Source: an optimization exercise on an open RTL-to-GDS flow (aim: small area). Production flows keep margins and buffers that such runs may drop. In this exercise RTL edits were held to simulation tests only and were not proved equivalent to the original. Power and IR drop assume default switching activity.

`design/flow/config.mk`:
```
export PLATFORM = sky130hd
export DESIGN_NAME = NERP_demo_top
export DESIGN_NICKNAME = NERP_demo_top
export VERILOG_FILES = /design/flow/design.v
export SDC_FILE = /design/flow/constraint.sdc
export NUM_CORES = 4
export LEC_CHECK = 0
export CAP_MARGIN = 20
export CORE_MARGIN = 2
export CORE_UTILIZATION = 40
export SLEW_MARGIN = 20
```
`design/flow/constraint.sdc`:
```
create_clock -name core_clock -period 10.0 [get_ports {clk}]
set_input_delay 2.0000 -clock core_clock [delete_from_list [all_inputs] [get_ports {clk}]]
set_output_delay 2.0000 -clock core_clock [all_outputs]
set_load 0.01 [all_outputs]
```
`design/flow/design.v`:
```
`timescale 1ns / 1ps
module NERP_demo_top(
	input wire clk,			 
	input wire btns,			 
	input wire btnu,
	input wire btnd,
	output wire [7:0] seg,	 
	output wire [3:0] an,	 
	output wire dp,			 
	output wire [2:0] vgaRed,
	output wire [2:0] vgaGreen,
	output wire [2:1] vgaBlue,
	output wire Hsync,
	output wire Vsync
	);
function ltc;
	input [9:0] x;
	input [9:0] k;
	integer i;
	reg r;
	begin
		r = 1'b0;
		for (i = 0; i < 10; i = i + 1)
			r = k[i] ? (~x[i] | r) : (~x[i] & r);
		ltc = r;
	end
endfunction
function inr;
	input [9:0] x;
	input [9:0] lo;
	input [9:0] hi;
	begin
		inr = ~ltc(x, lo) & ltc(x, hi);
	end
endfunction
function [9:0] sub10;
	input [9:0] a;
	input [9:0] b;
	integer i;
	reg c;
	begin
		c = 1'b1;
		for (i = 0; i < 10; i = i + 1)
		begin
			sub10[i] = a[i] ^ ~b[i] ^ c;
			c = (a[i] & ~b[i]) | (a[i] & c) | (~b[i] & c);
		end
	end
endfunction
function [9:0] step10;
	input [9:0] x;
	input en;
	input dn;
	integer i;
	reg t;
	begin
		t = en;
		for (i = 0; i < 10; i = i + 1)
		begin
			step10[i] = x[i] ^ t;
			t = t & (x[i] ^ dn);
		end
	end
endfunction
wire rst = btns;
reg [1:0] ph;		 
reg [3:0] qh;		 
reg [9:0] hc;		 
reg [9:0] vc;		 
wire h0 = (hc[4:0] == 5'd0);
wire dclk = ~ph[1] & ph[0];
wire tick = ph[1] & ph[0] & h0;		 
wire pre = ph[1] & ~ph[0] & h0;		 
wire sp3 = tick & ~qh[0];
wire sp2 = tick & ~qh[1] & qh[0];
wire sp1 = tick & ~qh[2] & qh[1] & qh[0];
wire sp0 = tick & ~qh[3] & qh[2] & qh[1] & qh[0];
wire hend = hc[9] & hc[8] & (hc[4:0] == 5'd31);	 
wire vend = vc[9] & vc[3];				 
always @(posedge clk)
begin
	ph <= rst ? 2'b00 : {ph[1] ^ ph[0], ~ph[0]};
	qh <= rst ? 4'd0 : step10({6'd0, qh}, tick, 1'b0);
	hc <= (rst | (dclk & hend)) ? 10'd0 : step10(hc, dclk, 1'b0);
	vc <= (rst | (dclk & hend & vend)) ? 10'd0 : step10(vc, dclk & hend, 1'b0);
end
reg st;
always @(posedge clk)
	st <= ~rst & (st | tick);
wire [1:0] sidx = {qh[2] ^ ~(qh[1] | qh[0]), ~(qh[1] ^ qh[0])};
reg [6:0] seg_r;
reg [3:0] an_r;
always @(*)
begin
	case (sidx)
		2'd0: begin seg_r = 7'b0001100; an_r = 4'b0111; end
		2'd1: begin seg_r = 7'b1000000; an_r = 4'b1011; end
		2'd2: begin seg_r = 7'b1001000; an_r = 4'b1101; end
		default: begin seg_r = 7'b0010000; an_r = 4'b1110; end
	endcase
	if (!st)
	begin
		seg_r = 7'b1111111;
		an_r = 4'b1111;
	end
end
assign seg = {1'b1, seg_r};
assign an = an_r;
assign dp = 1'b1;
reg [3:0] ls;		 
reg [3:0] rs;		 
reg [9:0] bx;		 
reg [8:0] by;		 
reg [2:0] rise;		 
reg runn;			 
reg [8:0] lp;		 
reg [8:0] rp;		 
reg below;			 
wire lvl2 = rs[3] | (rs[2] & rs[1]);			 
wire lvl1 = rs[3] | rs[2] | (rs[1] & rs[0]);	 
wire bclk = lvl2 ? sp3 : lvl1 ? sp2 : sp1;
wire eclk = lvl2 ? sp3 : lvl1 ? sp1 : sp0;
wire restart = (ls[3] & ls[1]) | (rs[3] & rs[1]);	 
wire nearl = ltc(bx, 10'd215);		 
wire nearr = ~ltc(bx, 10'd714);	 
wire win = ph[1] & h0;
wire usel = pre | (tick ? nearl : ~hc[9]);
wire [9:0] sa = win ? {1'b0, by} : vc;
wire [8:0] sb = usel ? lp : rp;
wire [9:0] d = sub10(sa, {1'b0, sb});
wire dpos = ~d[9];
wire din = dpos & ltc({1'b0, d[8:0]}, 10'd100);
wire yin = ~ltc({1'b0, by}, 10'd87) & ltc({1'b0, by}, 10'd456);
wire xge199 = ~ltc(bx, 10'd199);
wire xlt729 = ltc(bx, 10'd729);
wire xin = ~ltc(bx, 10'd200) & xlt729;
wire hit = ~restart & xin & yin & (nearl | nearr) & din;
wire [9:0] dz = {1'b0, d[8:0]};
wire [2:0] zone = ltc(dz, 10'd20) ? 3'b110 :
		ltc(dz, 10'd40) ? 3'b111 :
		ltc(dz, 10'd60) ? 3'b000 :
		ltc(dz, 10'd80) ? 3'b001 : 3'b010;
wire bounce = ~restart & ~yin & xge199 & xlt729;
wire fly = ~restart & xin & yin;
wire scl = ~restart & yin & ~xlt729;
wire scr = ~restart & yin & ltc(bx, 10'd200);
wire [2:0] rise_n = hit ? zone : bounce ? (3'd0 - rise) : rise;
wire runn_n = hit ? ~runn : runn;
wire bld = rst | (bclk & (restart | scl | scr));
wire bstep = ~rst & bclk & (restart | fly | bounce);
wire [9:0] bx0 = bld ? 10'd464 : bx;
wire [8:0] by0 = bld ? 9'd271 : by;
wire [2:0] dy = bstep ? rise_n : 3'd0;
always @(posedge clk)
begin
	bx <= step10(bx0, bstep, runn_n);
	by <= by0 + {{6{dy[2]}}, dy};
	if (rst | (bclk & restart))
	begin
		ls <= 0;
		rs <= 0;
	end
	else
	begin
		ls <= step10({6'd0, ls}, bclk & scl, 1'b0);
		rs <= step10({6'd0, rs}, bclk & scr, 1'b0);
	end
	if (rst)
	begin
		rise <= 3'd1;
		runn <= 1'b1;
	end
	else if (bclk & (scl | scr))
	begin
		rise <= 3'd0;
		runn <= scl;
	end
	else if (bstep)
	begin
		rise <= rise_n;
		runn <= runn_n;
	end
end
wire rpl = rst | (sp2 & restart);
wire [8:0] rp0 = rpl ? 9'd171 : rp;
wire upok = btnu & (rp0 != 9'd80);
wire rdec = upok & ~btnd;
wire rinc = ~upok & btnd & (rp0 != 9'd361);
always @(posedge clk)
	rp <= step10({1'b0, rp0}, ~rst & sp2 & (rinc | rdec), rdec);
always @(posedge clk)
	if (pre)
		below <= restart ? ~ltc({1'b0, by}, 10'd222) : (dpos & ~ltc({1'b0, d[8:0]}, 10'd51));
wire lpl = rst | (eclk & restart);
wire [8:0] lp0 = lpl ? 9'd171 : lp;
wire lmove = ~rst & eclk & runn & (below ? (lp0 != 9'd360) : (lp0 != 9'd81));
always @(posedge clk)
	lp <= step10({1'b0, lp0}, lmove, ~below);
assign Hsync = ~ltc(hc, 10'd96);
assign Vsync = ~ltc(vc, 10'd2);
wire vact = inr(vc, 10'd31, 10'd511);
wire vwall = inr(vc, 10'd71, 10'd471);
wire hwall = inr(vc, 10'd71, 10'd81) | inr(vc, 10'd461, 10'd471);
wire wall = (vwall & (inr(hc, 10'd184, 10'd194) | inr(hc, 10'd734, 10'd744)))
		| (hwall & inr(hc, 10'd194, 10'd734));
function [6:0] sevenseg;
	input [3:0] s;
	begin
		sevenseg[6] = s[3] | s[1] | ~(s[2] ^ s[0]);
		sevenseg[5] = ~(s[2] & (s[1] ^ s[0]));
		sevenseg[4] = s[3] | s[2] | ~s[1] | s[0];
		sevenseg[3] = s[3] | ~((~s[1] & (s[2] ^ s[0])) | (s[2] & s[1] & s[0]));
		sevenseg[2] = ~s[0] & ~(s[2] & ~s[1]) & ~(s[3] & s[1]);
		sevenseg[1] = s[3] | (~s[1] & ~s[0]) | (s[2] & ~(s[1] & s[0]));
		sevenseg[0] = s[3] | (s[2] ^ s[1]) | (s[1] & ~s[0]);
	end
endfunction
wire [6:0] sl = sevenseg(ls);
wire [6:0] sr = sevenseg(rs);
wire r_a = inr(vc, 10'd39, 10'd45);	 
wire r_g = inr(vc, 10'd51, 10'd57);	 
wire r_d = inr(vc, 10'd63, 10'd69);	 
wire r_u = inr(vc, 10'd39, 10'd57);	 
wire r_l = inr(vc, 10'd51, 10'd69);	 
wire cl_l = inr(hc, 10'd374, 10'd380);
wire cl_m = inr(hc, 10'd380, 10'd393);
wire cl_r = inr(hc, 10'd393, 10'd399);
wire cr_l = inr(hc, 10'd530, 10'd536);
wire cr_m = inr(hc, 10'd536, 10'd549);
wire cr_r = inr(hc, 10'd549, 10'd555);
wire digl = (r_a & cl_m & sl[6]) | (r_u & cl_r & sl[5]) | (r_u & cl_l & sl[1]) |
		(r_g & cl_m & sl[0]) | (r_l & cl_r & sl[4]) | (r_l & cl_l & sl[2]) |
		(r_d & cl_m & sl[3]);
wire digr = (r_a & cr_m & sr[6]) | (r_u & cr_r & sr[5]) | (r_u & cr_l & sr[1]) |
		(r_g & cr_m & sr[0]) | (r_l & cr_r & sr[4]) | (r_l & cr_l & sr[2]) |
		(r_d & cr_m & sr[3]);
wire white = wall | digl | digr;
wire lbar = din & inr(hc, 10'd194, 10'd209);
wire rbar = din & inr(hc, 10'd719, 10'd734);
wire [9:0] dby = sub10({1'b0, vc[8:0]}, {1'b0, by});
wire [9:0] dbx = sub10(hc, bx);
wire ball = ((dby[8:3] == 6'b111111 && dby[2]) || (dby[8:3] == 6'd0 && ltc({7'd0, dby[2:0]}, 10'd6))) &&
		((dbx[9:3] == 7'b1111111 && dbx[2]) || (dbx[9:3] == 7'd0 && ltc({7'd0, dbx[2:0]}, 10'd6)));
wire any = white | lbar | rbar | ball;
wire rhi = white | lbar | (ball & ~rbar);
wire ghi = white | rbar | (ball & ~lbar);
wire bhi = white | (ball & ~lbar & ~rbar);
assign vgaRed = vact ? {rhi, rhi, any} : 3'b000;
assign vgaGreen = vact ? {ghi, ghi, any} : 3'b000;
assign vgaBlue = vact ? {bhi, any} : 2'b00;
endmodule
```
`design/flow/flow/run.sh`:
```
#!/bin/bash
# Standard layout, unchanged; each tool's output goes to the ORFS logs.
set -e
bash standard.sh > standard.log 2>&1
```
`design/flow/standard.sh`:
```
#!/bin/bash
# synth_recipe.tcl (not shown) runs the flow's synth.tcl, then flattens the netlist and writes it again
# the make line also repeats each setting of config.mk as NAME=value (left out here)
make -C /OpenROAD-flow-scripts/flow DESIGN_CONFIG=/design/flow/config.mk WORK_HOME=/design/flow/orfs CLKGATE_MAP_FILE= SYNTH_SCRIPT=/design/flow/synth_recipe.tcl "${@:-finish}"
```
==> results of run 1 <==
-- through the flow --
stage | total power [mW] | setup WS [ns] | util [%] | hold slack (ns) | cells
finish | 0.7116 | 0.5402 | 44.70 | 0.4552 | 1031
global route | 0.7426 | 0.1028 | 44.70 | 0.4695 | 1031
CTS | 0.7216 | 0.5501 | 44.70 | 0.4560 | 1031
detailed placement | 0.3750 | 0.9710 | 42.89 | 0.4397 | 1016
global placement | 0.3747 | 1.079 | 42.89 | 0.4377 | 1016
floorplan | 0.3600 | 1.621 | - | 0.4178 | 809
-- path summary, 6_finish.rpt --
| kind | end | slack [ns] | depth (start not counted) |
|---|---|---|---|
| worst max-delay path | vgaRed[0] | 0.54 | 29 |
| worst min-delay path | ph[0] | 0.46 | 1 |
| worst max register to register | by[8] | 1.38 | 36 |
| worst min register to register | ph[0] | 0.46 | 1 |
-- layer usage --
layer | vias to the layer above | wire [um]
met2 | 181 | 7508
met1 | 2727 | 8024
met3 | 18 | 1095
met4 | 0 | 280
li1 | 2898 | -
met5 | - | 0
-- critical path, delay by kind of cell (launching register included) --
| family | cells | cell delay [ns] |
|---|---|---|
| flip-flops | 1 | 0.40 |
| AO/OA/AOI/OAI | 3 | 0.65 |
| multiplexers | 1 | 0.36 |
| buffers and inverters | 6 | 1.01 |
| AND/OR/NAND/NOR | 9 | 1.76 |
| adder cells (fa/ha/maj) | 10 | 2.92 |
-- cells by family after synthesis --
family                   share of synthesized area (%)
flip-flops                                       23.04
adder cells (fa/ha/maj)                          17.73
other                                          0.05570
AND/OR/NAND/NOR                                  24.94
AO/OA/AOI/OAI                                    19.23
XOR/XNOR                                         5.594
multiplexers                                     3.457
buffers and inverters                            5.946
-- state kept, by name (all words and copies together) (netlist names) --
name and flops:
bx 10, hc 10, vc 10, by 9, lp 9, rp 9, ls 4, qh 4
rs 4, rise 3, ph 2, below 1, runn 1, st 1
-- cell type report --
class / instances / area (um2) / area share [%]
Inverter: 49 / 183.9 / 2.490
Sequential cell: 77 / 1551 / 21.00
Multi-Input combinational cell: 639 / 4785 / 64.77
Clock inverter: 4 / 46.29 / 0.6267
Timing Repair Buffer: 31 / 292.8 / 3.963
Clock buffer: 11 / 252.7 / 3.421
Tap cell: 220 / 275.3 / 3.726
-- power by group --
part / internal [mW] / switching [mW]
Combinational: 0.0209 / 0.0325
Clock: 0.205 / 0.138
Sequential: 0.310 / 0.00567
Total: 0.536 / 0.176
-- cells in the final DEF, fill, tap and decap left out, types with 5 or more instances in the layout --
cell type,instances
nor2b_1,9
nand3_1,30
nor2_1,61
o31ai_1,7
nand2b_1,13
nand4_1,8
dfxtp_1,76
nand2_1,65
mux2_2,8
o21a_1,5
nor4b_1,5
or3_1,9
nor3b_1,6
ha_1,57
o211ai_1,7
o21ai_0,28
nor3_1,26
mux2i_1,12
buf_4,7
clkbuf_16,9
fa_1,24
a31oi_1,13
and3_1,13
a21oi_1,48
and2_1,32
xor2_1,13
clkdlybuf4s50_1,24
inv_1,45
nor4_1,11
nand3b_1,5
xnor2_1,25
a211oi_1,8
o22ai_1,5
==> results.txt, run 1 <==
- Status: finished clean
- Highest clock rate: 105.7 MHz
- Vias in the first global route: 5453
- GRT Util Overall: 19.82%
- Grt ovf: 0
- DRT Pass-1 Iters: 5
- Slowest CP cell: clkdlybuf4s50_1
- Hold Vio Cnt, Final: 0
- Via/cell ratio: 5.649
- Synth unique cells: 90
- Worst-path fanout max: 10
- Top cells by count, synth: dfxtp_1, nand2_1, nor2_1
- H-Tree Level Count: 3
- Filler Cell Count: 1660
- CTS clk-pin slew, worst paths: 0.06 ns
- EDFF count, synth: 1
- Hold Crit Class: reg -> reg
- Sequential share of the synthesized area: 23.04%
- Leak Pwr: 2.959 nW
- Die height: 133.7 um
- Placed cell areas: 7088 um2
- Skew-Pair Late Insertion Delay: 0.35 ns
- Worst slew pin tran: 0.8058 ns
- I/O Pins: 27
- Post-DP HPWL: 12590 um
- Initial Util: 40.74%
- Synth Instances: 808
- Post-synth ARST share: 0%
- Period minus WS final: 9.460 ns
- 1st-iter DRT viols: 370
- Die ar.: 17890 um2
- M1 GR Usage: 27.49%
- Most numerous cell in the Yosys netlist: dfxtp_1
- Syn-to-layout area delta: 9.719%
- Initial antenna violation count: 0
- Top cell type's share of synthesized area: 22.60%
- Global route hottest layer: met2
- Resize count post-CTS: 0
- Row Count: 47
- Post-CTS setup buffers: 0
- Layout cell share with drive strength beyond 1: 7.275%
- Routability-driven placement congestion ratio: 0.8955
- # hold bufs at CTS: 0
- Wirelength, routed: 16910 um
- Vias: 5824
- Pins Over Slew Limit: 0
- Nets: 892
- Largest net degree at the start of global routing: 22
- Grt met3 use: 4.604%
- CTS Sinks: 77
- Crit path arrival time: 7.46 ns
- Top_reg_cell synth: dfxtp_1
- Antenna diode count: 0
- Design area: 7387 um2
- Met2 usage: 30.66%
- First-pass GRT wire length: 28410 um
- Period utilisation layout: 94.60%
- Mean post-synth cell area: 8.333 um2
- Chip Width: 133.7 um
- Yosys top cell by area: dfxtp_1
- CP Launch Point: ph[1]
- CP Launch Type: register
- Worst vdd ir: 0.0001085 V
- Final Skew: 0.007042 ns
- Yosys warnings: 1
- Routed wire per std cell: 16.40 um
- WP data required: 8.00 ns
- IO buf count: 24
- Maximum clock path buffer count: 2
- Hold path startpoint: ph[0]
- Reg-to-Reg Start: ph[1]
- Max stage delay on crit path: 0.58 ns
- CTS tree: done
- Crit Path Class: reg -> out
- PwrDens: 96.33 nW/um2
- # DRC: 0
- CTS Buf Count: 9
- Final ANT Viol Nets: 0
- Area of the core: 16520 um2
- Unrepaired setup endpoints after global routing: no
- MaxCap Viol Count: 0
- Final setup violation count: 0
- Syn Std Cell Area: 6733 um2
- Post-synthesis register bit count: 77
- Dominant cells by area after synthesis: dfxtp_1, ha_1, fa_1
- Top cell by count, worst path: fa_1
- Clock Tree Root: clkbuf_16
- Setup_tns: 0 ns
- Relative slew slack: 45.87%
- Critical Path End Type: output port
==> run 2, diff against run 1 <==
==> design/flow/run.sh (new file) <==
#!/bin/bash
# synth_recipe.tcl (not shown) runs the flow's synth.tcl, then flattens the netlist and writes it again
# the make line also repeats each setting of config.mk as NAME=value (left out here)
make -C /OpenROAD-flow-scripts/flow DESIGN_CONFIG=/design/flow/config.mk WORK_HOME=/design/flow/orfs CLKGATE_MAP_FILE= SYNTH_SCRIPT=/design/flow/synth_recipe.tcl finish
removed: design/flow/flow/run.sh
removed: design/flow/standard.sh
==> run 2 against run 1 <==
  * Synthesized area did not move
  * Clock-buffer cell count did not move
  * Clock power barely moved
  * Clock skew did not move
  * First-iteration DRC count did not move
  * Sequential share of layout area did not move
  * Final cell count did not move
  * Register-to-register slack barely moved
  * Largest power group unchanged
  * Via count did not move
  * Cell area did not move
==> results.txt, run 2 <==
- Most numerous cell in the Yosys netlist: dfxtp_1
- Antenna diode count: 0
- CTS tree: done
- Yosys warnings: 1
- MaxCap Viol Count: 0
- Final setup violation count: 0
- Critical Path End Type: output port
- Crit path arrival time: 7.46 ns
- Worst R2R Setup Slack: 1.38 ns
- Leak Pwr: 2.959 nW
- Top_reg_cell synth: dfxtp_1
- Nets: 892
- Design area: 7387 um2
- Pins Over Slew Limit: 0
- Post-synthesis register bit count: 77
- EDFF count, synth: 1
- Routed wire per std cell: 16.40 um
- Yosys top cell by area: dfxtp_1
- 1st-iter DRT viols: 370
- Resize count post-CTS: 0
- Slowest CP cell: clkdlybuf4s50_1
- Top cells by count, synth: dfxtp_1, nand2_1, nor2_1
- Skew-Pair Late Insertion Delay: 0.35 ns
- Commonest non-fill, non-tap cells in the layout: dfxtp_1, nand2_1, nor2_1
- Mean post-synth cell area: 8.333 um2
- Worst vdd ir: 0.0001085 V
- # hold bufs at CTS: 0
- Top cell by count, worst path: fa_1
- Synth Instances: 808
- Maximum clock path buffer count: 2
- Vias: 5824
- Reg-to-Reg Start: ph[1]
- Routability-driven placement congestion ratio: 0.8955
- Largest net degree at the start of global routing: 22
- CP Launch Point: ph[1]
- Post-DP HPWL: 12590 um
- Final Skew: 0.007042 ns
- Max stage delay on crit path: 0.58 ns
- Sequential share of the synthesized area: 23.04%
- Setup_tns: 0 ns
- Dominant cells by area after synthesis: dfxtp_1, ha_1, fa_1
- # DRC: 0
- Initial Util: 40.74%
- Period utilisation layout: 94.60%
- Filler Cell Count: 1660
- Status: finished clean
- PwrDens: 96.33 nW/um2
- Final ANT Viol Nets: 0
- Placed cell areas: 7088 um2
- CP Launch Type: register
- Chip Width: 133.7 um
- Crit Path Class: reg -> out
- Worst slew pin tran: 0.8058 ns
- Area of the core: 16520 um2
- Post-synth ARST share: 0%
- Grt ovf: 0
- GRT Util Overall: 19.82%
- H-Tree Level Count: 3
- Wirelength, routed: 16910 um
- Syn Std Cell Area: 6733 um2
- Setup crit end: vgaRed[0]
- Die height: 133.7 um
- Vias in the first global route: 5453
- Synth unique cells: 90
- FF-to-FF path depth: 36
- Hold Vio Cnt, Final: 0
- Initial antenna violation count: 0
- Unrepaired setup endpoints after global routing: no
- Clock Tree Root: clkbuf_16
- CTS Buf Count: 9
- CTS Sinks: 77
- Row Count: 47
- IO buf count: 24
- Die ar.: 17890 um2
- Highest clock rate: 105.7 MHz
- Via/cell ratio: 5.649
- Layout cell share with drive strength beyond 1: 7.275%
- Relative slew slack: 45.87%
- Syn-to-layout area delta: 9.719%
- I/O Pins: 27
- First-pass GRT wire length: 28410 um
- R2r endpoint: by[8]
- DRT Pass-1 Iters: 5
- Period minus WS final: 9.460 ns
- Post-CTS setup buffers: 0
- Most common cell after layout, fill and taps aside: dfxtp_1
- Top cell type's share of synthesized area: 22.60%
- Hold Crit Class: reg -> reg
- WP data required: 8.00 ns
- CTS clk-pin slew, worst paths: 0.06 ns
- Top Registers: bx: 10 flops, hc: 10 flops, vc: 10 flops
- Worst-path fanout max: 10
-- run 2: stage by stage --
step	power, mW	cells	setup WS (ns)	hold WS [ns]	util [%]
after floorplan	0.3600	809	1.621	0.4178	-
after global placement	0.3747	1016	1.079	0.4377	42.89
after detailed placement	0.3750	1016	0.9710	0.4397	42.89
after CTS	0.7216	1031	0.5501	0.4560	44.70
after global routing	0.7426	1031	0.1028	0.4695	44.70
final	0.7116	1031	0.5402	0.4552	44.70
-- run 2: cells by family after synthesis --
| family | after synthesis | share of synthesized area [%] |
|---|---|---|
| simple gates | 313 | 24.94 |
| compound gates | 182 | 19.23 |
| buf+inv | 93 | 5.946 |
| fa+ha+maj | 81 | 17.73 |
| flops | 77 | 23.04 |
| xor+xnor | 40 | 5.594 |
| mux | 21 | 3.457 |
| other cells | 1 | 0.05570 |
-- run 2: critical path, delay by kind of cell (launching register included) --
family,cells,cell delay (ns)
compound gates,3,0.65
fa+ha+maj,10,2.92
buf+inv,6,1.01
flops,1,0.40
mux,1,0.36
simple gates,9,1.76
-- run 2: power by group --
part | internal (mW) | switching (mW) | leakage [nW] | total [mW]
clock | 0.205 | 0.138 | 0.152 | 0.343
combinational | 0.0209 | 0.0325 | 2.18 | 0.0534
sequential | 0.310 | 0.00567 | 0.623 | 0.316
-- run 2: worst min path at each step --
stage | from | slack (ns) | depth (start not counted) | to
after detailed placement | ph[0] | 0.44 | 1 | ph[0]
after CTS | ph[0] | 0.46 | 1 | ph[0]
after floorplan | ph[0] | 0.42 | 1 | ph[0]
after global placement | ph[0] | 0.44 | 1 | ph[0]
after global routing | ph[0] | 0.47 | 1 | ph[0]
final | ph[0] | 0.46 | 1 | ph[0]
-- run 2: area by class of cell --
type	instances	area (um2)	area share (%)
multi-input combinational	639	4785	64.77
clock buffer	11	252.7	3.421
clock inverter	4	46.29	0.6267
timing repair buffer	31	292.8	3.963
inverter	49	183.9	2.490
sequential	77	1551	21.00
tap	220	275.3	3.726
-- run 2: layer usage --
layer | wire (um) | vias up | part of all wire [%] | global-route usage [%]
li1 | - | 2898 | - | -
met1 | 8024 | 2727 | 47 | 27.49
met2 | 7508 | 181 | 44 | 30.66
met3 | 1095 | 18 | 6.5 | 4.604
met4 | 280 | 0 | 1.7 | 5.910
met5 | 0 | - | 0 | 0
==> run 3, diff against run 2 <==
--- a/design/flow/design.v
+++ b/design/flow/design.v
@@ -44,6 +44,20 @@
 		begin
 			sub10[i] = a[i] ^ ~b[i] ^ c;
 			c = (a[i] & ~b[i]) | (a[i] & c) | (~b[i] & c);
+		end
+	end
+endfunction
+function [9:0] add10;
+	input [9:0] a;
+	input [9:0] b;
+	integer i;
+	reg c;
+	begin
+		c = 1'b0;
+		for (i = 0; i < 10; i = i + 1)
+		begin
+			add10[i] = a[i] ^ b[i] ^ c;
+			c = (a[i] & b[i]) | (a[i] & c) | (b[i] & c);
 		end
 	end
 endfunction
@@ -154,7 +168,7 @@
 always @(posedge clk)
 begin
 	bx <= step10(bx0, bstep, runn_n);
-	by <= by0 + {{6{dy[2]}}, dy};
+	by <= add10({1'b0, by0}, {{7{dy[2]}}, dy});
 	if (rst | (bclk & restart))
 	begin
 		ls <= 0;
@@ -198,11 +212,20 @@
 	lp <= step10({1'b0, lp0}, lmove, ~below);
 assign Hsync = ~ltc(hc, 10'd96);
 assign Vsync = ~ltc(vc, 10'd2);
-wire vact = inr(vc, 10'd31, 10'd511);
 wire vwall = inr(vc, 10'd71, 10'd471);
 wire hwall = inr(vc, 10'd71, 10'd81) | inr(vc, 10'd461, 10'd471);
 wire wall = (vwall & (inr(hc, 10'd184, 10'd194) | inr(hc, 10'd734, 10'd744)))
 		| (hwall & inr(hc, 10'd194, 10'd734));
+wire lbar = din & inr(hc, 10'd194, 10'd209);
+wire rbar = din & inr(hc, 10'd719, 10'd734);
+wire drow = inr(vc, 10'd39, 10'd69);
+wire [9:0] bxs = drow ? (hc[9] ? 10'd530 : 10'd374) : bx;
+wire [8:0] bys = drow ? 9'd39 : by;
+wire [9:0] dbx = sub10(hc, bxs);
+wire [9:0] dby = sub10({1'b0, vc[8:0]}, {1'b0, bys});
+wire ball = ~drow &
+		((dby[8:3] == 6'b111111 && dby[2]) || (dby[8:3] == 6'd0 && ltc({7'd0, dby[2:0]}, 10'd6))) &&
+		((dbx[9:3] == 7'b1111111 && dbx[2]) || (dbx[9:3] == 7'd0 && ltc({7'd0, dbx[2:0]}, 10'd6)));
 function [6:0] sevenseg;
 	input [3:0] s;
 	begin
@@ -215,37 +238,27 @@
 		sevenseg[0] = s[3] | (s[2] ^ s[1]) | (s[1] & ~s[0]);
 	end
 endfunction
-wire [6:0] sl = sevenseg(ls);
-wire [6:0] sr = sevenseg(rs);
-wire r_a = inr(vc, 10'd39, 10'd45);	 
-wire r_g = inr(vc, 10'd51, 10'd57);	 
-wire r_d = inr(vc, 10'd63, 10'd69);	 
-wire r_u = inr(vc, 10'd39, 10'd57);	 
-wire r_l = inr(vc, 10'd51, 10'd69);	 
-wire cl_l = inr(hc, 10'd374, 10'd380);
-wire cl_m = inr(hc, 10'd380, 10'd393);
-wire cl_r = inr(hc, 10'd393, 10'd399);
-wire cr_l = inr(hc, 10'd530, 10'd536);
-wire cr_m = inr(hc, 10'd536, 10'd549);
-wire cr_r = inr(hc, 10'd549, 10'd555);
-wire digl = (r_a & cl_m & sl[6]) | (r_u & cl_r & sl[5]) | (r_u & cl_l & sl[1]) |
-		(r_g & cl_m & sl[0]) | (r_l & cl_r & sl[4]) | (r_l & cl_l & sl[2]) |
-		(r_d & cl_m & sl[3]);
-wire digr = (r_a & cr_m & sr[6]) | (r_u & cr_r & sr[5]) | (r_u & cr_l & sr[1]) |
-		(r_g & cr_m & sr[0]) | (r_l & cr_r & sr[4]) | (r_l & cr_l & sr[2]) |
-		(r_d & cr_m & sr[3]);
-wire white = wall | digl | digr;
-wire lbar = din & inr(hc, 10'd194, 10'd209);
-wire rbar = din & inr(hc, 10'd719, 10'd734);
-wire [9:0] dby = sub10({1'b0, vc[8:0]}, {1'b0, by});
-wire [9:0] dbx = sub10(hc, bx);
-wire ball = ((dby[8:3] == 6'b111111 && dby[2]) || (dby[8:3] == 6'd0 && ltc({7'd0, dby[2:0]}, 10'd6))) &&
-		((dbx[9:3] == 7'b1111111 && dbx[2]) || (dbx[9:3] == 7'd0 && ltc({7'd0, dbx[2:0]}, 10'd6)));
+wire [6:0] sg = sevenseg(hc[9] ? rs : ls);
+wire [9:0] dr5 = {5'd0, dby[4:0]};	 
+wire r_a = ltc(dr5, 10'd6);			 
+wire r_g = inr(dr5, 10'd12, 10'd18);	 
+wire r_d = ~ltc(dr5, 10'd24);			 
+wire r_u = ltc(dr5, 10'd18);			 
+wire r_l = ~ltc(dr5, 10'd12);			 
+wire [9:0] dc5 = {5'd0, dbx[4:0]};
+wire cin = (dbx[9:5] == 5'd0);
+wire c_l = cin & ltc(dc5, 10'd6);
+wire c_m = cin & inr(dc5, 10'd6, 10'd19);
+wire c_r = cin & inr(dc5, 10'd19, 10'd25);
+wire digit = drow & ((r_a & c_m & sg[6]) | (r_u & c_r & sg[5]) | (r_u & c_l & sg[1]) |
+		(r_g & c_m & sg[0]) | (r_l & c_r & sg[4]) | (r_l & c_l & sg[2]) |
+		(r_d & c_m & sg[3]));
+wire white = wall | digit;
 wire any = white | lbar | rbar | ball;
 wire rhi = white | lbar | (ball & ~rbar);
 wire ghi = white | rbar | (ball & ~lbar);
 wire bhi = white | (ball & ~lbar & ~rbar);
-assign vgaRed = vact ? {rhi, rhi, any} : 3'b000;
-assign vgaGreen = vact ? {ghi, ghi, any} : 3'b000;
-assign vgaBlue = vact ? {bhi, any} : 2'b00;
+assign vgaRed = {rhi, rhi, any};
+assign vgaGreen = {ghi, ghi, any};
+assign vgaBlue = {bhi, any};
 endmodule
--- a/design/flow/config.mk
+++ b/design/flow/config.mk
@@ -8,4 +8,5 @@
 export CAP_MARGIN = 20
 export CORE_MARGIN = 2
 export CORE_UTILIZATION = 40
+export CTS_BUF_LIST = sky130_fd_sc_hd__clkbuf_8
 export SLEW_MARGIN = 20
==> run 3 against run 2 <==
  * Hold slack better by 0.024 ns
  * Flip-flop and latch count stayed put
  * Critical path type unchanged
  * Still clean
  * Sequential power about the same
  * Highest routed layer unchanged
  * Die area shrank 3.1%
==> results.txt, run 3 <==
- Status: finished clean
- Synth Area in XOR/XNOR: 4.855%
- Filler Cell Count: 1574
- Top Registers: bx: 10 flops, hc: 10 flops, vc: 10 flops
- Initial Util: 41.04%
- Slowest CP cell: nor4_1
- Initial antenna violation count: 0
- PwrDens: 87.48 nW/um2
- IO buf count: 24
- Resize count post-CTS: 0
- Area of the core: 15890 um2
- Max stage delay on crit path: 0.58 ns
- Vias in the first global route: 5138
- Dominant cells by area after synthesis: dfxtp_1, fa_1, ha_1
- Hold Vio Cnt, Final: 0
- Crit Path Class: reg -> out
- Top cell by count, worst path: fa_1
- Worst path top cell family by delay: adder cells
- Finished Layout Cells: 973
- Worst slew pin tran: 0.9480 ns
- Most common cell after layout, fill and taps aside: dfxtp_1
- 1st-iter DRT viols: 433
- # hold bufs at CTS: 0
- Relative slew slack: 36.66%
- # DRC: 0
- Maximum clock path buffer count: 2
- Grt ovf: 0
- Worst-path fanout max: 10
- Final setup violation count: 0
- Hold Crit Class: reg -> reg
- Syn-to-layout area delta: 7.868%
- Row Count: 46
- Combinational power share: 9.0%
- Synth unique cells: 80
- Top cells by count, synth: dfxtp_1, nand2_1, nor2_1
- I/O Pins: 27
- Clock Tree Root: clkbuf_8
- Int Pwr: 453.5 uW
- Via/cell ratio: 5.604
- Post-DP HPWL: 12080 um
- CTS tree: done
- Leak Pwr: 2.918 nW
- Commonest non-fill, non-tap cells in the layout: dfxtp_1, nand2_1, nor2_1
- Top_reg_cell synth: dfxtp_1
- Highest clock rate: 106.2 MHz
- Chip Width: 131.7 um
- Period minus WS final: 9.412 ns
- Post-synthesis register bit count: 77
- Final ANT Viol Nets: 0
- CP Launch Type: register
- Mux share of post-synthesis cell area: 5.680%
- Top cell type's share of synthesized area: 23.34%
- CP bufs+invs: 4
- CTS Buf Count: 9
- Synth Instances: 760
- Yosys top cell by area: dfxtp_1
- H-Tree Level Count: 3
- WP data required: 8.00 ns
- Routed wire per std cell: 16.17 um
- Yosys warnings: 1
- Die ar.: 17340 um2
- DRT Pass-1 Iters: 5
- Synth Area in Simple Gates: 23.49%
- Switching pwr: 161.7 uW
- EDFF count, synth: 1
- First-pass GRT wire length: 25920 um
- Final Skew: 0.01389 ns
- CTS clk-pin slew, worst paths: 0.09 ns
- Layout cell share with drive strength beyond 1: 7.133%
- Post-CTS setup buffers: 0
- Worst vdd ir: 0.00006874 V
- Switching share of power: 26.28%
- Mean post-synth cell area: 8.579 um2
- Critical Path End Type: output port
- Period utilisation layout: 94.12%
- Die height: 131.7 um
- Nets: 832
- Routability-driven placement congestion ratio: 0.9490
- CTS Sinks: 77
- GRT Util Overall: 18.36%
- Post-synth ARST share: 0%
- Skew-Pair Late Insertion Delay: 0.38 ns
- Post-synthesis adder-cell area fraction: 18.19%
- MaxCap Viol Count: 0
- Clock Power Share: 40.0%
- Pins Over Slew Limit: 0
- Setup_tns: 0 ns
- Antenna diode count: 0
- Unrepaired setup endpoints after global routing: no
- Syn Std Cell Area: 6520 um2
- Largest net degree at the start of global routing: 21
- Sequential share of the synthesized area: 23.80%
- # placed instances: 957
- Post-synthesis compound-gate area fraction: 17.21%
- Most numerous cell in the Yosys netlist: dfxtp_1
- Crit path arrival time: 7.41 ns
- Vias: 5453
- Flop pwr share: 51.0%
- Wirelength, routed: 15730 um
- Largest family of logic cells by synthesized area: simple AND/OR/NAND/NOR gates
-- run 3: worst paths after layout --
path,start,end,slack [ns],cells past startpoint
max,ph[1],vgaRed[2],0.59,25
max reg2reg,ph[1],by[8],0.77,33
min reg2reg,ph[0],ph[0],0.48,1
min,ph[0],ph[0],0.48,1
-- run 3: kinds of logic (layout without fill, tap and decap cells) --
family	after synthesis	count (layout)
AOI/OAI and AO/OA	156	156
xor gates and xnor gates	34	34
adders and majority gates	77	77
buffers and inverters	100	96
DFF	77	77
muxes	35	35
other	1	2
and+or+nand+nor	280	280
-- run 3: layout make-up --
| cell class | instances | area, um2 | area share [%] |
|---|---|---|---|
| Timing Repair Buffer | 31 | 292.8 | 4.163 |
| Sequential cell | 77 | 1551 | 22.06 |
| Multi-Input combinational cell | 584 | 4534 | 64.47 |
| Tap cell | 216 | 270.3 | 3.843 |
| Clock buffer | 10 | 137.6 | 1.957 |
| Inverter | 49 | 183.9 | 2.615 |
| Clock inverter | 6 | 62.56 | 0.8895 |
-- run 3: power by group through the flow --
stage,sequential [mW],clock (mW),combinational (mW)
final,0.314,0.246,0.0555
after global placement,0.321,0,0.0541
after global routing,0.315,0.264,0.0618
after floorplan,0.319,0,0.0414
after CTS,0.314,0.252,0.0551
after detailed placement,0.321,0,0.0547
-- run 3: per-stage QoR --
stage	hold slack [ns]	setup WS (ns)	utilization, %	instance area [um2]	power [mW]
after floorplan	0.4178	1.528	-	6524	0.3601
after global placement	0.4308	1.132	43.01	6833	0.3749
after detailed placement	0.4630	0.7829	43.01	6833	0.3758
after CTS	0.4841	0.6462	44.27	7033	0.6212
after global routing	0.5073	0.1042	44.27	7033	0.6410
final	0.4790	0.5880	44.27	7033	0.6153
-- run 3: metal layers --
layer,vias up,track usage (%),share of wire [%]
met4,0,6.582,2.2
li1,2676,-,-
met2,122,29.96,47
met3,24,2.855,4.3
met1,2631,24.62,47
met5,-,0,0
==> run 4, diff against run 3 <==
==> design/flow/flow/run.sh (new file) <==
#!/bin/bash
# Layout flow: the standard synthesis (standard.sh), then the
# combinational gates are mapped again by ABC with stronger area scripts
# (flow/pp.sh keeps every register, adder cell and tie cell as it is and
# keeps a result only if yosys proves it equivalent), then the standard
# ORFS steps from floorplan to finish, with the port buffers made of
# sky130_fd_sc_hd__buf_1. Each tool's output goes to a log file here.
set -euo pipefail
W=$PWD
R=$W/orfs/results/sky130hd/NERP_demo_top/base
bash standard.sh $R/1_2_yosys.v > synth.log 2>&1
cp $R/1_2_yosys.v $W/synth_std.v
bash flow/pp.sh $W/synth_std.v $W/synth_pp.v $W/pp > pp.log 2>&1
cp $W/synth_pp.v $R/1_2_yosys.v
bash standard.sh BUFFER_PORTS_ARGS="-buffer_cell sky130_fd_sc_hd__buf_1" finish > layout.log 2>&1
==> design/flow/flow/pp.sh (new file) <==
#!/bin/bash
# Re-optimise the combinational logic of a mapped netlist with ABC.
# usage: pp.sh in.v out.v workdir
# Registers, adder cells and tie cells are kept as they are (same instance
# names and cell types); the remaining gates are flattened to logic and
# mapped again with several ABC scripts, keeping the smallest result that
# yosys proves equivalent to the input.
set -uo pipefail
IN=$1; OUT=$2; WD=$3
mkdir -p $WD
FH=${FLOW_HOME:-/OpenROAD-flow-scripts/flow}
YOSYS=${YOSYS_EXE:-$FH/../tools/install/yosys/bin/yosys}
LIB=$FH/platforms/sky130hd/lib/sky130_fd_sc_hd__tt_025C_1v80.lib
KEEP=$(grep -o "sky130_fd_sc_hd__[a-z0-9_]*" $IN | sort -u | grep -E "__(df|edf|sdf|fa_|ha_|conb)" | tr '\n' ' ')
DU=""
for c in $(sed -n '/DONT_USE_CELLS/,/^$/p' $FH/platforms/sky130hd/config.mk | grep -o "sky130_fd_sc_hd__[a-z0-9_]*"); do DU="$DU -dont_use $c"; done
SCRIPTS=(
"strash;&get,-n;&dch,-f;&nf,-R,1000;&put"
"strash;dc2;&get,-n;&dch,-f;&nf,-R,1000;&put"
"strash;&get,-n;&deepsyn,-T,20;&put;dch,-f;amap"
"strash;&get,-n;&deepsyn,-T,20;&dch,-f;&nf,-R,1000;&put"
"strash;ifraig;dc2;dch,-f;map,-a;strash;dch,-f;map,-a"
)
best=""; besta=1e18
i=0
for S in "${SCRIPTS[@]}"; do
  i=$((i+1))
  cat > $WD/pp$i.ys <<EOY
read_liberty -ignore_miss_func $LIB
setattr -mod -set keep_hierarchy 1 $KEEP
read_verilog $IN
hierarchy -top NERP_demo_top
flatten
opt_clean
abc -liberty $LIB $DU -script +$S
opt_clean -purge
splitnets
insbuf -buf sky130_fd_sc_hd__buf_1 A X
opt_clean -purge
hierarchy -top NERP_demo_top
blackbox $KEEP
tee -o $WD/stat$i.txt stat -liberty $LIB
write_verilog -noattr -nohex -nodec $WD/out$i.v
EOY
  rm -f $WD/out$i.v $WD/stat$i.txt
  timeout 300 $YOSYS -q -l $WD/pp$i.log $WD/pp$i.ys > /dev/null 2>&1 || { echo "script $i failed"; continue; }
  a=$(grep "Chip area" $WD/stat$i.txt | awk '{print $NF}')
  # equivalence with the input netlist
  cat > $WD/eq$i.ys <<EOY
read_liberty -ignore_miss_func $LIB
read_verilog $IN
rename NERP_demo_top gold
read_verilog $WD/out$i.v
rename NERP_demo_top gate
hierarchy -check
flatten
opt_clean
equiv_make gold gate eq
hierarchy -top eq
equiv_simple -seq 2
equiv_induct -seq 2
equiv_status -assert
EOY
  if timeout 600 $YOSYS -q -l $WD/eq$i.log $WD/eq$i.ys > /dev/null 2>&1; then
    echo "script $i: area $a, equivalent"
    if python3 -c "import sys; sys.exit(0 if $a < $besta else 1)"; then best=$i; besta=$a; fi
  else
    echo "script $i: area $a, NOT proven equivalent"
  fi
done
if [ -n "$best" ]; then cp $WD/out$best.v $OUT; echo "chose script $best: $besta"; else cp $IN $OUT; echo "kept input"; fi
==> design/flow/standard.sh (new file) <==
#!/bin/bash
# synth_recipe.tcl (not shown) runs the flow's synth.tcl, then flattens the netlist and writes it again
# the make line also repeats each setting of config.mk as NAME=value (left out here)
make -C /OpenROAD-flow-scripts/flow DESIGN_CONFIG=/design/flow/config.mk WORK_HOME=/design/flow/orfs CLKGATE_MAP_FILE= SYNTH_SCRIPT=/design/flow/synth_recipe.tcl "${@:-finish}"
--- a/design/flow/config.mk
+++ b/design/flow/config.mk
@@ -8,5 +8,4 @@
 export CAP_MARGIN = 20
 export CORE_MARGIN = 2
 export CORE_UTILIZATION = 40
-export CTS_BUF_LIST = sky130_fd_sc_hd__clkbuf_8
 export SLEW_MARGIN = 20
removed: design/flow/run.sh
==> run 4 against run 3 <==
  * Synthesized area is 15% lower
  * Via count fell by 6.8%
  * Clock skew shrank 0.0057 ns
  * Still clean on timing, DRC and antenna
  * Register-to-register slack improved by 0.39 ns
  * Cell area is 12% lower
  * Power is 17% higher
  * Highest routed layer unchanged
  * Fmax increased by 1.7%
  * Largest power group is now the clock network
  * Worst setup slack gained 0.16 ns
  * Clock-buffer cell count up 1
==> results.txt, run 4 <==
- Status: finished clean
- Worst vdd ir: 0.00008384 V
- Wirelength, routed: 13920 um
- Synth Instances: 716
- Vias: 5083
- IO buf count: 24
- Maximum clock path buffer count: 2
- Hold Crit Class: reg -> reg
- Initial Util: 40.42%
- Period utilisation layout: 92.55%
- Total Power: 721.5 uW
- MaxCap Viol Count: 0
- Layout cell share with drive strength beyond 1: 2.785%
- Area of the core: 13720 um2
- 1st-iter DRT viols: 390
- CTS Sinks: 77
- Max stage delay on crit path: 0.63 ns
- Hold depth: 1
- CTS Buf Count: 9
- I/O Pins: 27
- Vias in the first global route: 4842
- GRT Util Overall: 19.87%
- # DRC: 0
- First-pass GRT wire length: 23000 um
- Worst hold slack: 0.4670 ns
- Die height: 121.7 um
- Crit path arrival time: 7.25 ns
- Post-CTS setup buffers: 0
- Syn Std Cell Area: 5545 um2
- Routed wire per std cell: 14.90 um
- CTS clk-pin slew, worst paths: 0.06 ns
- Routability-driven placement congestion ratio: 0.9132
- Highest clock rate: 108.1 MHz
- Setup_tns: 0 ns
- R2r endpoint: by[8]
- Most common cell after layout, fill and taps aside: clkinv_1
- Critical Path End Type: output port
- Die ar.: 14820 um2
- Worst-path fanout max: 13
- Syn-to-layout area delta: 11.91%
- Worst R2R Setup Slack: 1.16 ns
- Chip Width: 121.7 um
- Yosys warnings: 1
- CP Launch Point: hc[9]
- Clock Tree Root: clkbuf_16
- Skew-Pair Late Insertion Delay: 0.35 ns
- Pins Over Slew Limit: 0
- Filler Cell Count: 1376
- WP data required: 8.00 ns
- Period minus WS final: 9.255 ns
- Unrepaired setup endpoints after global routing: no
- Final ANT Viol Nets: 0
- Antenna diode count: 0
- Via/cell ratio: 5.442
- FF-to-FF path depth: 34
- CP Launch Type: register
- Reg-to-Reg Start: hc[9]
- Post-DP HPWL: 11240 um
- Final setup violation count: 0
- H-Tree Level Count: 3
- Area of the multi-input gates: 3547 um2
- Nets: 829
- Leak Pwr: 2.362 nW
- Slowest CP cell: dfxtp_1
- Largest net degree at the start of global routing: 17
- Grt ovf: 0
- Top cell by count, worst path: fa_1
- PwrDens: 116.3 nW/um2
- Worst slew pin tran: 0.8012 ns
- Placed cell areas: 5868 um2
- Design area: 6206 um2
- Relative slew slack: 46.02%
- Mean post-synth cell area: 7.745 um2
- Row Count: 43
- Hold Vio Cnt, Final: 0
- Worst Hold End: ph[0]
- Register area: 1551 um2
- Hold path startpoint: ph[0]
- Commonest non-fill, non-tap cells in the layout: clkinv_1, nor2_1, dfxtp_1
- Crit Path Class: reg -> out
- Top Registers: bx: 10 flops, hc: 10 flops, vc: 10 flops
- CTS tree: done
- DRT Pass-1 Iters: 6
- Initial antenna violation count: 0
- Final Skew: 0.008167 ns
[run 4: cell types whose count changed in the layout (fill, tap and decap cells not counted), sizes merged, moves of 18 or more]
cell / change
xnor2: -19
inv: -49
clkdlybuf4s50: -24
clkinv: +112
nand2b: -18
buf: +21
nor2: +44
mux2i: -19
and2: -33
[run 4: timing repair]
action | CTS | global route
hold buffers | 0 | 0
resized for setup | 0 | 2
endpoints found under the setup margin | 0 | 3
endpoints found under the hold margin | 0 | 0
[run 4: routing by layer]
layer	wire (um)	share of wire [%]	vias to the layer above	track usage, %
li1	-	-	2567	-
met1	6264	45	2325	25.09
met4	439	3.2	0	9.195
met5	0	0	-	0
met2	6544	47	158	33.59
met3	667	4.8	33	2.762
[run 4: final cells by class]
| cell class | count | area share [%] |
|---|---|---|
| multi-input combinational | 517 | 57.16 |
| clock buffer | 11 | 3.911 |
| clock inverter | 5 | 1.351 |
| inverter | 116 | 7.016 |
| sequential | 77 | 25.00 |
| timing repair buffer | 28 | 1.935 |
| tap | 180 | 3.629 |
[run 4: where the power goes]
part / total (mW) / leakage (nW) / switching, mW / internal (mW)
Combinational: 0.0490 / 1.59 / 0.0328 / 0.0162
Sequential: 0.312 / 0.623 / 0.00250 / 0.310
Clock: 0.360 / 0.152 / 0.134 / 0.226
Total: 0.722 / 2.36 / 0.170 / 0.552
[run 4: worst max-delay path by stage]
stage	endpoint	slack, ns	cells after the start
floorplan	vgaGreen[0]	0.96	30
global placement	vgaBlue[1]	1.13	31
detailed placement	vgaBlue[1]	0.89	31
CTS	vgaBlue[1]	0.49	31
global route	vgaRed[0]	0.16	32
finish	vgaRed[0]	0.75	28
[run 4: metrics by stage]
step           worst slack, ns  utilization [%]  std cells
2_1_floorplan           0.9559                -        717
3_3_place_gp             1.135            42.77        918
3_5_place_dp            0.8852            42.77        918
4_1_cts                 0.4888            45.15        934
5_1_grt                 0.1607            45.23        934
6_report                0.7452            45.23        934
[run 4: worst max-delay path: cells and delay by family (launching register included)]
family	cells	cell delay (ns)
AOI/OAI and AO/OA	5	1.00
adders and majority gates	8	2.51
buffers and inverters	7	1.20
DFF	1	0.63
and+or+nand+nor	8	1.55
==> run 5, diff against run 4 <==
--- a/design/flow/flow/run.sh
+++ b/design/flow/flow/run.sh
@@ -1,7 +1,7 @@
 #!/bin/bash
 # Layout flow: the standard synthesis (standard.sh), then the
 # combinational gates are mapped again by ABC with stronger area scripts
-# (flow/pp.sh keeps every register, adder cell and tie cell as it is and
+# (flow/pp.sh keeps every register and tie cell as it is and
 # keeps a result only if yosys proves it equivalent), then the standard
 # ORFS steps from floorplan to finish, with the port buffers made of
 # sky130_fd_sc_hd__buf_1. Each tool's output goes to a log file here.
==> design/flow/flow/pp.sh (replaced) <==
#!/bin/bash
# Re-optimise the combinational logic of a mapped netlist with ABC.
# usage: pp.sh in.v out.v workdir
# Registers and tie cells are kept as they are (same instance names and
# cell types); all other gates are flattened to logic and mapped again
# with several ABC scripts run side by side. The smallest result that
# yosys proves equivalent to the input is kept (else the input itself).
set -uo pipefail
IN=$1; OUT=$2; WD=$3
mkdir -p $WD
FH=${FLOW_HOME:-/OpenROAD-flow-scripts/flow}
YOSYS=${YOSYS_EXE:-$FH/../tools/install/yosys/bin/yosys}
LIB=$FH/platforms/sky130hd/lib/sky130_fd_sc_hd__tt_025C_1v80.lib
KEEP=$(grep -o "sky130_fd_sc_hd__[a-z0-9_]*" $IN | sort -u | grep -E "__(df|edf|sdf|conb)" | tr '\n' ' ')
DU=""
for c in $(sed -n '/DONT_USE_CELLS/,/^$/p' $FH/platforms/sky130hd/config.mk | grep -o "sky130_fd_sc_hd__[a-z0-9_]*"); do DU="$DU -dont_use $c"; done
R="strash;dch,-f;amap"
SCRIPTS=(
"strash;&get,-n;&deepsyn,-T,30;&put;dch,-f;amap;$R;$R;$R;$R"
"strash;&get,-n;&deepsyn,-T,30,-S,7;&put;dch,-f;amap;$R;$R;$R;$R"
"strash;&get,-n;&deepsyn,-T,30,-S,13;&put;dch,-f;amap;$R;$R;$R;$R"
"strash;&get,-n;&dch,-f;&nf,-R,1000;&put"
)
run_one() {
  local i=$1 S=$2
  cat > $WD/pp$i.ys <<EOY
read_liberty -ignore_miss_func $LIB
setattr -mod -set keep_hierarchy 1 $KEEP
read_verilog $IN
hierarchy -top NERP_demo_top
flatten
opt_clean
abc -liberty $LIB $DU -script +$S
opt_clean -purge
splitnets
insbuf -buf sky130_fd_sc_hd__buf_1 A X
opt_clean -purge
hierarchy -top NERP_demo_top
blackbox $KEEP
tee -o $WD/stat$i.txt stat -liberty $LIB
write_verilog -noattr -nohex -nodec $WD/out$i.v
EOY
  rm -f $WD/out$i.v $WD/stat$i.txt
  timeout 600 $YOSYS -q -l $WD/pp$i.log $WD/pp$i.ys > /dev/null 2>&1 || { echo "script $i failed" > $WD/res$i; return; }
  local a=$(grep "Chip area" $WD/stat$i.txt | awk '{print $NF}')
  cat > $WD/eq$i.ys <<EOY
read_liberty -ignore_miss_func $LIB
read_verilog $IN
rename NERP_demo_top gold
read_verilog $WD/out$i.v
rename NERP_demo_top gate
hierarchy -check
flatten
opt_clean
equiv_make gold gate eq
hierarchy -top eq
equiv_simple -seq 2
equiv_induct -seq 2
equiv_status -assert
EOY
  if timeout 900 $YOSYS -q -l $WD/eq$i.log $WD/eq$i.ys > /dev/null 2>&1; then
    echo "$a $i equivalent" > $WD/res$i
  else
    echo "script $i: area $a, NOT proven equivalent" > $WD/res$i
  fi
}
i=0
for S in "${SCRIPTS[@]}"; do
  i=$((i+1))
  echo "script $i: $S"
  run_one $i "$S" &
done
wait
cat $WD/res*
best=$(cat $WD/res* | grep " equivalent$" | sort -g | head -1 | awk '{print $2}')
if [ -n "$best" ]; then cp $WD/out$best.v $OUT; echo "chose script $best"; else cp $IN $OUT; echo "kept input"; fi
--- a/design/flow/config.mk
+++ b/design/flow/config.mk
@@ -7,5 +7,6 @@
 export LEC_CHECK = 0
 export CAP_MARGIN = 20
 export CORE_MARGIN = 2
-export CORE_UTILIZATION = 40
+export CORE_UTILIZATION = 60
+export CTS_BUF_LIST = sky130_fd_sc_hd__clkbuf_8
 export SLEW_MARGIN = 20
==> run 5 against run 4 <==
  * Synthesized cell count rose by 20%
  * Sequential share of layout area rose by 1.8 points
  * Clock power fell by 22%
  * Global-route usage rose by 12 points
  * Synthesized area fell by 3.8%
  * Fmax rose by 5.2%
  * Core utilization rose by 22 points
  * First-iteration DRC count rose by 16%
  * Final cell count rose by 7.7%
  * Register-to-register slack improved by 0.93 ns
  * Clock skew rose by 0.0048 ns
  * Flip-flop and latch count did not move
  * Critical endpoint is now vgaRed[2]
  * Largest cell class unchanged
==> results.txt, run 5 <==
- 1st-iter DRT viols: 453
- First-pass GRT wire length: 25480 um
- Synth Instances: 862
- # DRC: 0
- Hold Vio Cnt, Final: 0
- Mean post-synth cell area: 6.189 um2
- Largest net degree at the start of global routing: 18
- PwrDens: 109.5 nW/um2
- Worst path top cell family by delay: simple AND/OR/NAND/NOR gates
- DRT Pass-1 Iters: 5
- CTS tree: done
- Worst-path fanout max: 12
- Most common cell after layout, fill and taps aside: nor2_1
- Initial Util: 61.48%
- Layout cell share with drive strength beyond 1: 2.227%
- Worst hold slack: 0.4719 ns
- Clock Tree Root: clkbuf_8
- Grt ovf: 0
- Area of the core: 8678 um2
- Status: finished clean
- Leak Pwr: 1.883 nW
- Maximum clock path buffer count: 2
- Routed wire per std cell: 15.03 um
- Final core utilization: 66.78%
- Period utilisation layout: 87.95%
- GRT Util Overall: 31.69%
- CP Launch Type: register
- Post-DP HPWL: 11540 um
- Finished Layout Cells: 1006
- Skew-Pair Late Insertion Delay: 0.36 ns
- Vias: 6191
- Vias in the first global route: 5614
- Crit path arrival time: 6.79 ns
- # placed instances: 990
- Setup WS post-layout: 1.205 ns
- CTS Sinks: 77
- CTS Buf Count: 9
- Post-CTS setup buffers: 0
- Die ar.: 9662 um2
- Via/cell ratio: 6.154
- IO buf count: 24
- Worst vdd ir: 0.00008065 V
- Die height: 98.30 um
- Final ANT Viol Nets: 0
- Highest clock rate: 113.7 MHz
- Top Registers: bx: 10 flops, hc: 10 flops, vc: 10 flops
- Placed cell areas: 5553 um2
- Worst slew pin tran: 0.9673 ns
- CP bufs+invs: 4
- Yosys warnings: 1
- Routability-driven placement congestion ratio: 0.9503
- Final setup violation count: 0
- WP data required: 8.00 ns
- # hold bufs at CTS: 0
- Period minus WS final: 8.795 ns
- Syn-to-layout area delta: 8.630%
- Antenna diode count: 0
- Total Power: 634.8 uW
- Nets: 897
- Setup_tns: 0 ns
- Critical Path End Type: output port
- Slowest CP cell: o22ai_2
- Row Count: 34
- Pins Over Slew Limit: 0
- CTS clk-pin slew, worst paths: 0.09 ns
- MaxCap Viol Count: 0
- Syn Std Cell Area: 5335 um2
- Hold Crit Class: reg -> reg
- Initial antenna violation count: 0
- Design area: 5796 um2
- Resize count post-CTS: 0
- Chip Width: 98.30 um
- Final Skew: 0.01298 ns
- I/O Pins: 27
- Crit Path Class: reg -> out
- Wirelength, routed: 15120 um
- H-Tree Level Count: 3
- Unrepaired setup endpoints after global routing: no
- Commonest non-fill, non-tap cells in the layout: nor2_1, clkinv_1, o21ai_0
- Place WS: 1.449 ns
- Max stage delay on crit path: 0.43 ns
- Relative slew slack: 34.83%
run 5: final timing paths:
check,from,endpoint,slack (ns),cells past startpoint
worst min-delay path,qh[3],qh[3],0.47,1
worst max-delay path,hc[1],vgaRed[2],1.21,32
worst max register to register,hc[1],by[8],2.09,42
worst min register to register,qh[3],qh[3],0.47,1
run 5: per-layer routing:
layer | global-route usage (%) | share of wire (%)
met5 | 0 | 0
met4 | 14.01 | 3.0
met3 | 5.727 | 7.6
met2 | 49.24 | 44
met1 | 43.11 | 45
run 5: final cells by class:
class	instances	area [um2]
Fill cell	803	2883
Multi-Input combinational cell	662	3333
Clock buffer	10	137.6
Sequential cell	77	1551
Tap cell	108	135.1
Timing Repair Buffer	26	105.1
Clock inverter	6	93.84
Inverter	117	439.2
run 5: where the power goes:
| group | internal (mW) | total (mW) | leakage [nW] | switching (mW) |
|---|---|---|---|---|
| Combinational | 0.0124 | 0.0432 | 1.15 | 0.0308 |
| Clock | 0.149 | 0.281 | 0.113 | 0.132 |
| Sequential | 0.309 | 0.311 | 0.624 | 0.00199 |
==> run 6, diff against run 5 <==
==> design/flow/flow/run.sh (replaced) <==
#!/bin/bash
# Layout flow: the standard synthesis (standard.sh), then the
# combinational gates are mapped again by ABC with stronger area scripts
# (flow/pp.sh keeps every register and tie cell as it is and
# keeps a result only if yosys proves it equivalent), then the standard
# ORFS steps from floorplan to finish, with the port buffers made of
# sky130_fd_sc_hd__buf_1 and a clock tree of sky130_fd_sc_hd__clkbuf_8
# without dummy loads. Each tool's output goes to a log file here.
set -euo pipefail
W=$PWD
R=$W/orfs/results/sky130hd/NERP_demo_top/base
bash standard.sh $R/1_2_yosys.v > synth.log 2>&1
cp $R/1_2_yosys.v $W/synth_std.v
bash flow/pp.sh $W/synth_std.v $W/synth_pp.v $W/pp > pp.log 2>&1
cp $W/synth_pp.v $R/1_2_yosys.v
export CTS_ARGS="-sink_clustering_enable -repair_clock_nets -buf_list sky130_fd_sc_hd__clkbuf_8 -dont_use_dummy_load"
bash standard.sh BUFFER_PORTS_ARGS="-buffer_cell sky130_fd_sc_hd__buf_1" "CTS_ARGS=$CTS_ARGS" finish > layout.log 2>&1
--- a/design/flow/flow/pp.sh
+++ b/design/flow/flow/pp.sh
@@ -16,9 +16,9 @@
 for c in $(sed -n '/DONT_USE_CELLS/,/^$/p' $FH/platforms/sky130hd/config.mk | grep -o "sky130_fd_sc_hd__[a-z0-9_]*"); do DU="$DU -dont_use $c"; done
 R="strash;dch,-f;amap"
 SCRIPTS=(
-"strash;&get,-n;&deepsyn,-T,30;&put;dch,-f;amap;$R;$R;$R;$R"
-"strash;&get,-n;&deepsyn,-T,30,-S,7;&put;dch,-f;amap;$R;$R;$R;$R"
-"strash;&get,-n;&deepsyn,-T,30,-S,13;&put;dch,-f;amap;$R;$R;$R;$R"
+"strash;&get,-n;&deepsyn,-T,60;&put;dch,-f;amap;$R;$R;$R;$R"
+"strash;&get,-n;&deepsyn,-T,60,-S,7;&put;dch,-f;amap;$R;$R;$R;$R"
+"strash;&get,-n;&deepsyn,-T,60,-S,13;&put;dch,-f;amap;$R;$R;$R;$R"
 "strash;&get,-n;&dch,-f;&nf,-R,1000;&put"
 )
 run_one() {
==> run 6 against run 5 <==
  * Sequential share of layout area rose by 0.51 points
  * Clock skew up 0.011 ns
  * Sequential power is essentially flat
  * Largest power group unchanged
  * Clock-buffer cell count decreased by 1
  * Fmax about the same
  * Global-route usage decreased by 0.46 points
  * Synthesized cell count unchanged
  * Cell area down 1.9%
  * Clock power fell by 33%
  * Flip-flop and latch count is the same
  * Non-clock buffer count is the same
==> results.txt, run 6 <==
- Status: finished clean
- Area of the multi-input gates: 3333 um2
- Worst slew pin tran: 0.9835 ns
- CP Launch Type: register
- Syn Std Cell Area: 5335 um2
- DRT Pass-1 Iters: 6
- Vias: 6176
- Die ar.: 9662 um2
- FF-to-FF path depth: 42
- Initial antenna violation count: 0
- Mean post-synth cell area: 6.189 um2
- WP data required: 8.00 ns
- MaxCap Viol Count: 0
- Post-CTS setup buffers: 0
- Crit path arrival time: 6.79 ns
- Maximum clock path buffer count: 2
- Register area: 1551 um2
- Leak Pwr: 1.834 nW
- Worst-path fanout max: 12
- Top Registers: bx: 10 flops, hc: 10 flops, vc: 10 flops
- # hold bufs at CTS: 0
- Syn-to-layout area delta: 6.614%
- Setup_tns: 0 ns
- Layout cell share with drive strength beyond 1: 1.459%
- Nets: 897
- Antenna diode count: 0
- Via/cell ratio: 6.182
- CTS Buf Count: 9
- CP bufs+invs: 4
- Unrepaired setup endpoints after global routing: no
- Hold Crit Class: reg -> reg
- CTS tree: done
- Place WS: 1.449 ns
- Most common cell after layout, fill and taps aside: nor2_1
- Finished Layout Cells: 999
- Grt ovf: 0
- Row Count: 34
- Highest clock rate: 113.8 MHz
- Area of the core: 8678 um2
- Period utilisation layout: 87.91%
- Hold Vio Cnt, Final: 0
- Worst vdd ir: 0.00005575 V
- Final setup violation count: 0
- Die height: 98.30 um
- Initial Util: 61.48%
- Setup WS post-layout: 1.210 ns
- Relative slew slack: 33.74%
- Wirelength, routed: 14950 um
- Crit Path Class: reg -> out
- Hold depth: 1
- Skew-Pair Late Insertion Delay: 0.36 ns
- Period minus WS final: 8.791 ns
- Slowest CP cell: o22ai_2
- PwrDens: 95.27 nW/um2
- H-Tree Level Count: 3
- Pins Over Slew Limit: 0
- 1st-iter DRT viols: 400
- First-pass GRT wire length: 25140 um
- Routability-driven placement congestion ratio: 0.9503
- Chip Width: 98.30 um
- Synth Instances: 862
- Crit. path cell count: 32
- Yosys warnings: 1
- # placed instances: 990
- GRT Util Overall: 31.23%
- Worst path top cell family by delay: simple AND/OR/NAND/NOR gates
- Critical Path End Type: output port
- Final Skew: 0.02397 ns
- Routed wire per std cell: 14.96 um
- # DRC: 0
- Largest net degree at the start of global routing: 18
- Commonest non-fill, non-tap cells in the layout: nor2_1, clkinv_1, o21ai_0
- Final ANT Viol Nets: 0
- I/O Pins: 27
- Clock Tree Root: clkbuf_8
- CTS clk-pin slew, worst paths: 0.09 ns
- Post-DP HPWL: 11540 um
- Total Power: 541.9 uW
- Filler Cell Count: 827
- Max stage delay on crit path: 0.42 ns
- CTS Sinks: 77
- Vias in the first global route: 5530
- IO buf count: 24
run 6: worst register-to-register path: cells and delay by family, from the launching register on:
kind            cells  cell delay [ns]
flops               1             0.36
buf+inv             5             1.03
compound gates     17             3.39
simple gates       20             2.97
run 6: per-stage QoR:
| step | cell area, um2 | utilization, % | hold slack, ns |
|---|---|---|---|
| after floorplan | 5339 | - | 0.4298 |
| after global placement | 5553 | 63.99 | 0.4486 |
| after detailed placement | 5553 | 63.99 | 0.4556 |
| after CTS | 5677 | 65.41 | 0.4727 |
| after global routing | 5688 | 65.54 | 0.4882 |
| final | 5688 | 65.54 | 0.4710 |
run 6: final timing paths:
path | start | to | slack (ns)
max | hc[1] | vgaRed[2] | 1.21
min | qh[3] | qh[3] | 0.47
max reg2reg | hc[1] | by[8] | 2.13
min reg2reg | qh[3] | qh[3] | 0.47
run 6: area by class of cell:
class	instances	share of cell area, %
multi-input combinational	662	58.60
sequential	77	27.28
inverter	117	7.721
tap	108	2.376
clock buffer	9	2.178
timing repair buffer	26	1.848
run 6: routing by layer:
layer,wire length (um),GRT usage (%)
met4,462,13.59
met2,6560,48.04
met3,1046,4.939
met5,0,0
met1,6878,43.42
run 6: timing repair:
| item | CTS | global route |
|---|---|---|
| gates resized for setup | 0 | 1 |
| hold endpoints to repair | 0 | 0 |
| endpoints found under the setup margin | 0 | 5 |
run 6: power by group:
part / internal, mW / switching, mW / total, mW
logic: 0.0124 / 0.0305 / 0.0429
registers: 0.309 / 0.00201 / 0.311
clock network: 0.0806 / 0.108 / 0.188

[port drivers added, routing unchanged]
How much do the figures lean on ideal ports? The routed layouts below were timed once more, with nothing changed but the port constraints. Step 1 sets driving cells, clkbuf_16 on the clock port and buf_2 on the other inputs (assumed; they add their load-dependent delay and slew). Step 2 moves the port delays by t, midway between the first and last clock arrival at a register: inputs arrive t later, outputs are due t later. That takes back most of the time a late clock gives input paths. Slacks: no drivers / after step 1 / after step 2; pairs: no drivers / after step 1.
run	shift t [ns]	setup WS [ns]	latest minus earliest clock arrival (ns)	worst register clock-pin slew, ns
run 1	0.391	0.540 / 0.496 / 0.886	0.007 / 0.007	0.06 / 0.06
run 2	0.391	0.540 / 0.496 / 0.886	0.007 / 0.007	0.06 / 0.06
run 3	0.407	0.588 / 0.550 / 0.766	0.014 / 0.013	0.09 / 0.09
run 4	0.390	0.745 / 0.704 / 1.094	0.008 / 0.008	0.06 / 0.06
run 5	0.394	1.205 / 1.167 / 1.561	0.013 / 0.013	0.09 / 0.09
run 6	0.383	1.210 / 1.173 / 1.556	0.024 / 0.024	0.09 / 0.09
After both steps every run listed still meets setup and hold.
